Source: an optimization exercise on an open RTL-to-GDS flow (aim: small area, a short achievable clock period and few clock cycles). Production flows keep margins and buffers that such runs may drop. At most, simulation tests tie the RTL to the original design; equivalence was not proved. No activity file was given, so power comes from the tool's default toggle rates.

Setup of before:
==> flow/design.v <==
module RNN(clk,reset,busy,ready,i_en,idata,mdata_w,mce,mdata_r,maddr,msel);
input           clk, reset;
input           ready;
input    [31:0] idata;
input    [19:0] mdata_r;
output          busy;
output          i_en;
output          mce;
output   [16:0] maddr;
output   [19:0] mdata_w;
output    [2:0] msel;
localparam AW = 43;
localparam OP_NONE = 3'd0, OP_WS = 3'd1, OP_BIH = 3'd2, OP_BHH = 3'd3,
           OP_WIH = 3'd4, OP_WHH = 3'd5, OP_PAD = 3'd6, OP_T = 3'd7;
localparam ST_IDLE = 3'd0, ST_START = 3'd1, ST_RUN = 3'd2, ST_DRAIN = 3'd3,
           ST_DONE = 3'd4;
reg  [2:0]  st;
reg  [2:0]  opA;          
reg         lastA;        
reg  [4:0]  widxA;        
reg         busyA;
reg  [5:0]  ph;           
reg  [5:0]  j;            
reg  [5:0]  jb;           
reg  [5:0]  n;            
reg  [5:0]  kcnt;         
reg  [31:0] mask;         
reg  [10:0] tcnt, tlast;
reg         tpos;         
reg  [2:0]  op;           
reg         last_r;
reg         busy_r, ien_r, mce_r, wr_r;
reg  [2:0]  msel_r;
reg  [16:0] maddr_r;
reg  [17:0] wd;
reg  [3:0]  pcnt;
reg  [5:0]  pop;
wire        pvalid = (pcnt >= 4'd11);    
reg  [3:0]  xg;           
wire [2:0]  xg_n = xg[0] + xg[1] + xg[2] + xg[3];
reg  [5:0]  kq;           
reg  [5:0]  cand;         
reg  [5:0]  wcnt;         
reg         candeq;       
reg         n63;          
reg         slotA;        
reg  [17:0] H;
reg  [5:0]  jH;
reg         hv, hnew;
wire [17:0] hres;
reg l1, l2, la, lf1;
reg f1, f2;
wire [5:0] ph1 = ph + 6'd1;
wire wpend  = lf1 | (hv & ~wr_r);
wire [5:0] wj  = lf1 ? ph1 : jH;
wire inflight = last_r | l1 | l2 | la | lf1;
reg  [4:0] ctz;
integer b;
always @* begin
    ctz = 5'd0;
    for (b = 31; b >= 0; b = b - 1)
        if (mask[b]) ctz = b;
end
wire [31:0] mask_nx = mask & (mask - 32'd1);
reg  [2:0]  n_st, n_op;
reg         n_last, n_busy, n_tpos;
reg  [4:0]  n_widx;
reg  [5:0]  n_j, n_jb, n_n, n_k, n_wcnt;
reg  [31:0] n_mask;
reg  [10:0] n_tcnt;
always @* begin
    n_st = st; n_op = OP_NONE; n_last = 1'b0; n_busy = busyA; n_tpos = tpos;
    n_widx = widxA; n_j = j; n_jb = jb; n_n = n; n_k = kcnt;
    n_mask = mask; n_tcnt = tcnt; n_wcnt = wcnt;
    if (opA == OP_WS) begin
        n_mask = idata; n_wcnt = pop;
    end
    case (st)
    ST_IDLE: begin
        n_op = OP_T;
        if (ready) begin
            n_busy = 1'b1; n_st = ST_START; n_op = OP_NONE;
        end
    end
    ST_START: begin
        if (pvalid && !ien_r) begin
            n_st = ST_RUN; n_op = OP_WS; n_j = cand; n_jb = cand; n_n = 6'd0;
        end
    end
    ST_RUN: begin
        if (lastA || opA == OP_PAD) begin
            if (opA != OP_PAD && n63) begin
                n_st = ST_DRAIN; n_op = OP_PAD;
            end else if (opA != OP_PAD && candeq) begin
                n_op = OP_PAD;
            end else begin
                n_op = OP_WS; n_j = cand; n_n = n + 6'd1;
                if (opA == OP_PAD) n_jb = cand;
            end
        end else begin
            case (opA)
            OP_WS: n_op = OP_BIH;
            OP_BIH: begin
                n_op = OP_BHH; n_last = ~tpos & (pop == 6'd0);
            end
            default: begin  
                if (wcnt != 6'd0) begin
                    n_op = OP_WIH; n_widx = ctz; n_wcnt = wcnt - 6'd1;
                    n_mask = mask_nx; n_last = ~tpos & (wcnt == 6'd1);
                end else begin
                    n_op = OP_WHH;
                    n_k = (opA == OP_WHH) ? kcnt + 6'd1 : 6'd0;
                    n_last = (opA == OP_WHH) && (kcnt == 6'd62);
                end
            end
            endcase
        end
    end
    ST_DRAIN: begin
        n_op = OP_PAD;
        if (!inflight && pvalid) begin
            if (tcnt == tlast) begin
                n_st = ST_DONE; n_op = OP_NONE; n_busy = 1'b0;
            end else begin
                n_st = ST_RUN; n_tcnt = tcnt + 11'd1; n_tpos = 1'b1;
                n_op = OP_WS; n_j = cand; n_jb = cand; n_n = 6'd0;
            end
        end
    end
    default: begin  
        n_busy = 1'b0;
    end
    endcase
end
wire wr_next = slotA & wpend;
reg  [2:0]  p_msel;
reg  [16:0] p_maddr;
reg         p_mce;
always @* begin
    p_mce = 1'b1; p_msel = 3'b110; p_maddr = {11'd0, j};
    case (opA)
    OP_BIH: p_msel = 3'b001;
    OP_BHH: p_msel = 3'b011;
    OP_WIH: begin p_msel = 3'b000; p_maddr = {6'd0, j, widxA}; end
    OP_WHH: begin p_msel = 3'b010; p_maddr = {5'd0, j, ph1}; end
    OP_T:   p_msel = 3'b100;
    default: p_mce = 1'b0;
    endcase
    if (wr_next) begin
        p_mce = 1'b1; p_msel = 3'b101; p_maddr = {tcnt, wj};
    end
end
always @(posedge clk) begin
    ph <= ph1;
    if (ien_r) pcnt <= 4'd0;
    else if (pcnt != 4'd15) pcnt <= pcnt + 4'd1;
    xg <= idata[4*pcnt[2:0] +: 4];
    if (pcnt == 4'd1) pop <= {3'd0, xg_n};
    else if (pcnt >= 4'd2 && pcnt <= 4'd8) pop <= pop + {3'd0, xg_n};
    kq <= pop + 6'd9;
    cand <= ph1 + kq;
    candeq <= (ph1 + kq == jb);
    n63 <= (n_n == 6'd63);
    slotA <= (n_op == OP_WS) | (n_op == OP_PAD);
    if (st == ST_START && ien_r) tlast <= mdata_r[10:0] - 11'd1;
    st <= n_st; opA <= n_op; lastA <= n_last; widxA <= n_widx; busyA <= n_busy;
    tpos <= n_tpos; j <= n_j; jb <= n_jb; n <= n_n; kcnt <= n_k;
    mask <= n_mask; tcnt <= n_tcnt; wcnt <= n_wcnt;
    op <= opA; last_r <= lastA;
    mce_r <= p_mce; msel_r <= p_msel; maddr_r <= p_maddr; wr_r <= wr_next;
    wd <= wr_next ? (lf1 ? hres : H) : 18'd0;
    busy_r <= (st == ST_IDLE) ? ready : busyA;
    ien_r <= (st == ST_IDLE) ? ready : (opA == OP_WS && n63 && tcnt != tlast);
    if (reset) begin
        ph <= 6'd0;
        st <= ST_IDLE; opA <= OP_T; slotA <= 1'b0; lastA <= 1'b0; busyA <= 1'b0;
        tpos <= 1'b0; tcnt <= 11'd0;
        op <= OP_NONE; last_r <= 1'b0;
        mce_r <= 1'b1; msel_r <= 3'b100; wr_r <= 1'b0;
        busy_r <= 1'b0; ien_r <= 1'b0;
    end
end
reg  [18*64-1:0] ra, rb;
wire [17:0] hnext = tcnt[0] ? ra[35:18] : rb[35:18];
always @(posedge clk) begin
    ra <= {(hnew & ~tcnt[0]) ? H : ra[17:0], ra[18*64-1:18]};
    rb <= {(hnew &  tcnt[0]) ? H : rb[17:0], rb[18*64-1:18]};
end
wire [17:0] hval = (opA == OP_WHH) ? hnext : 18'h10000;
wire [18:0] hx = {hval, 1'b0};
reg  [26:0] bth_n;
integer d;
always @* begin
    for (d = 0; d < 9; d = d + 1) begin
        bth_n[3*d]   = hx[2*d+1] ^ hx[2*d];                                    
        bth_n[3*d+1] = hx[2*d+2] ? (~hx[2*d+1] & ~hx[2*d]) : (hx[2*d+1] & hx[2*d]);  
        bth_n[3*d+2] = hx[2*d+2];                                              
    end
end
reg [26:0] bth;
always @(posedge clk) bth <= bth_n;
wire [19:0] md = mdata_r;
wire [AW-1:0] pp [0:9];
genvar gi;
generate
for (gi = 0; gi < 9; gi = gi + 1) begin : G_PP
    wire one = bth[3*gi], two = bth[3*gi+1], ng = bth[3*gi+2];
    wire [20:0] sel = ({21{one}} & {md[19], md}) | ({21{two}} & {md, 1'b0});
    wire [20:0] v = sel ^ {21{ng}};
    wire [AW-1:0] row = {{(AW-21){1'b0}}, ~v[20], v[19:0]} << (2*gi);
    if (gi == 0) begin : G0
        assign pp[gi] = row;
    end else begin : GN
        assign pp[gi] = row | ({{(AW-1){1'b0}}, bth[3*(gi-1)+2]} << (2*gi-2));
    end
end
endgenerate
localparam [AW-1:0] CK = 43'h7eaaab00000;
assign pp[9] = CK | ({{(AW-1){1'b0}}, bth[26]} << 16);
wire [AW-1:0] a0 = ((pp[0])^(pp[1])^(pp[2])), a1 = ((((pp[0])&(pp[1]))|((pp[0])&(pp[2]))|((pp[1])&(pp[2]))) << 1);
wire [AW-1:0] a2 = ((pp[3])^(pp[4])^(pp[5])), a3 = ((((pp[3])&(pp[4]))|((pp[3])&(pp[5]))|((pp[4])&(pp[5]))) << 1);
wire [AW-1:0] a4 = ((pp[6])^(pp[7])^(pp[8])), a5 = ((((pp[6])&(pp[7]))|((pp[6])&(pp[8]))|((pp[7])&(pp[8]))) << 1);
wire [AW-1:0] a6 = pp[9];
wire [AW-1:0] b0 = ((a0)^(a1)^(a2)), b1 = ((((a0)&(a1))|((a0)&(a2))|((a1)&(a2))) << 1);
wire [AW-1:0] b2 = ((a3)^(a4)^(a5)), b3 = ((((a3)&(a4))|((a3)&(a5))|((a4)&(a5))) << 1);
wire [AW-1:0] b4 = a6;
reg [AW-1:0] q0, q1, q2, q3, q4;
always @(posedge clk) begin
    q0 <= b0; q1 <= b1; q2 <= b2; q3 <= b3; q4 <= b4;
    l1 <= last_r & ~reset; f1 <= (op == OP_BIH);
end
wire [AW-1:0] c0 = ((q0)^(q1)^(q2)), c1 = ((((q0)&(q1))|((q0)&(q2))|((q1)&(q2))) << 1);
wire [AW-1:0] c2 = q3, c3 = q4;
wire [AW-1:0] d0 = ((c0)^(c1)^(c2)), d1 = ((((c0)&(c1))|((c0)&(c2))|((c1)&(c2))) << 1);
wire [AW-1:0] d2 = c3;
wire [AW-1:0] e0 = ((d0)^(d1)^(d2)), e1 = ((((d0)&(d1))|((d0)&(d2))|((d1)&(d2))) << 1);
reg [AW-1:0] ps, pcy;
always @(posedge clk) begin
    ps <= e0; pcy <= e1;
    l2 <= l1 & ~reset; f2 <= f1;
end
reg  [AW-1:0] as, ac;
wire [AW-1:0] ai0 = f2 ? 43'h8000 : as;
wire [AW-1:0] ai1 = f2 ? 43'd0 : ac;
wire [AW-1:0] x0 = ((ai0)^(ai1)^(ps)), x1 = ((((ai0)&(ai1))|((ai0)&(ps))|((ai1)&(ps))) << 1);
wire [AW-1:0] y0 = ((x0)^(x1)^(pcy)), y1 = ((((x0)&(x1))|((x0)&(pcy))|((x1)&(pcy))) << 1);
always @(posedge clk) begin
    as <= y0; ac <= y1;
    la <= l2 & ~reset;
end
wire [22:0] lo  = as[21:0] + ac[21:0];
wire [21:0] hi0 = as[42:22] + ac[42:22];
wire [21:0] hi1 = {as[42:22], 1'b1} + {ac[42:22], 1'b1};
reg  [6:0]  lo_r;
reg  [20:0] h0, h1;
always @(posedge clk) begin
    lo_r <= lo[22:16];
    h0 <= hi0[20:0]; h1 <= hi1[21:1];
    lf1 <= la & ~reset;
end
wire [26:0] r  = {lo_r[6] ? h1 : h0, lo_r[5:0]};
wire sat_hi = ~r[26] & ((|r[25:17]) | (r[16] & (|r[15:0])));
wire sat_lo =  r[26] & ~(&r[25:16]);
assign hres = sat_hi ? 18'h10000 : sat_lo ? 18'h30000 : r[17:0];
always @(posedge clk) begin
    if (lf1) begin
        H <= hres;
        jH <= ph1;
    end
    hnew <= lf1 & ~reset;
    hv <= reset ? 1'b0 : lf1 ? 1'b1 : wr_r ? 1'b0 : hv;
end
assign busy = busy_r;
assign i_en = ien_r;
assign mce = mce_r;
assign msel = msel_r;
assign maddr = maddr_r;
assign mdata_w = {{2{wd[17]}}, wd};
endmodule
clock: 5.0 ns
lec_check: 0
abc_clock_period_in_ps: 2400
cap_margin: 20
core_margin: 2
core_utilization: 60
cts_buf_list: sky130_fd_sc_hd__clkbuf_8 sky130_fd_sc_hd__clkbuf_16
cts_cluster_diameter: 50
cts_cluster_size: 30
place_density: 0.75
setup_slack_margin: 2.6
slew_margin: 20
run.sh (not shown) runs the stock make flow with config.mk's settings and CLKGATE_MAP_FILE= SYNTH_SCRIPT=/design/flow/synth_recipe.tcl, a recipe that flattens the netlist after the stock synthesis.
before went all the way through the flow, and no timing, DRC or antenna check failed.
Testbench counts of before, summed over its fixed seeds: cycles 425,040.
## Diff of input files: after against before
--- a/flow/design.v
+++ b/flow/design.v
@@ -36,6 +36,6 @@
 reg  [3:0]  pcnt;
 reg  [5:0]  pop;
-wire        pvalid = (pcnt >= 4'd11);    
-reg  [3:0]  xg;           
+wire        pvalid = (pcnt >= 4'd10);    
+wire [3:0]  xg = idata[4*pcnt[2:0] +: 4];
 wire [2:0]  xg_n = xg[0] + xg[1] + xg[2] + xg[3];
 reg  [5:0]  kq;           
@@ -155,7 +155,6 @@
     if (ien_r) pcnt <= 4'd0;
     else if (pcnt != 4'd15) pcnt <= pcnt + 4'd1;
-    xg <= idata[4*pcnt[2:0] +: 4];
-    if (pcnt == 4'd1) pop <= {3'd0, xg_n};
-    else if (pcnt >= 4'd2 && pcnt <= 4'd8) pop <= pop + {3'd0, xg_n};
+    if (pcnt == 4'd0) pop <= {3'd0, xg_n};
+    else if (pcnt < 4'd8) pop <= pop + {3'd0, xg_n};
     kq <= pop + 6'd9;
     cand <= ph1 + kq;
==> results.txt <==
Cmp after vs before: detail-routed net length per standard cell lower in after
Between after and before, global routing usage summed across all routing layers is lower for after, before comes in above that.
Type of the worst setup path = in -> reg: after; type of the worst setup path = reg -> reg: before
Delta (after minus before): wire length shrank by 2200 µm, overall power went down by 0.75%, vertical die dimension roughly the same, post-placement cell area has increased, floorplan die area has remained practically unchanged.
Between after and before, the difference in final design instance area without fill is negligible.
Between after and before, the cell count figures differ only marginally.
In terms of layout net count, before and after differ only marginally.
Function not checked in after: the RTL went through the layout flow alone.

## port drivers added, routing unchanged
How much do the figures lean on ideal ports? The routed layouts below were timed once more, with nothing changed but the port constraints. Step 1 (the two cells are an assumption about what drives the block):
set clk [get_ports {clk}]
set_driving_cell -lib_cell sky130_fd_sc_hd__clkbuf_16 $clk
set_driving_cell -lib_cell sky130_fd_sc_hd__buf_2 [delete_from_list [all_inputs] $clk]
Step 2 times the ports against the registers' clock, not the clock port: input delays grow and output delays shrink by t, the midpoint of the rising clock arrivals with the driver on. Three values: ideal ports, drivers, drivers and shift; two values: the first two.
run | t, ns | setup slack, ns | slew at the worst register clock pin (ns)
before | 0.874 | 2.636 / 2.595 / 1.783 | 0.12 / 0.12
after | 0.867 | 1.657 / 1.696 / 0.840 | 0.11 / 0.11
After both steps every run listed still meets setup and hold. For before, which loses most, drivers alone change the setup slack by -0.041 ns; drivers and shift together by -0.853 ns.
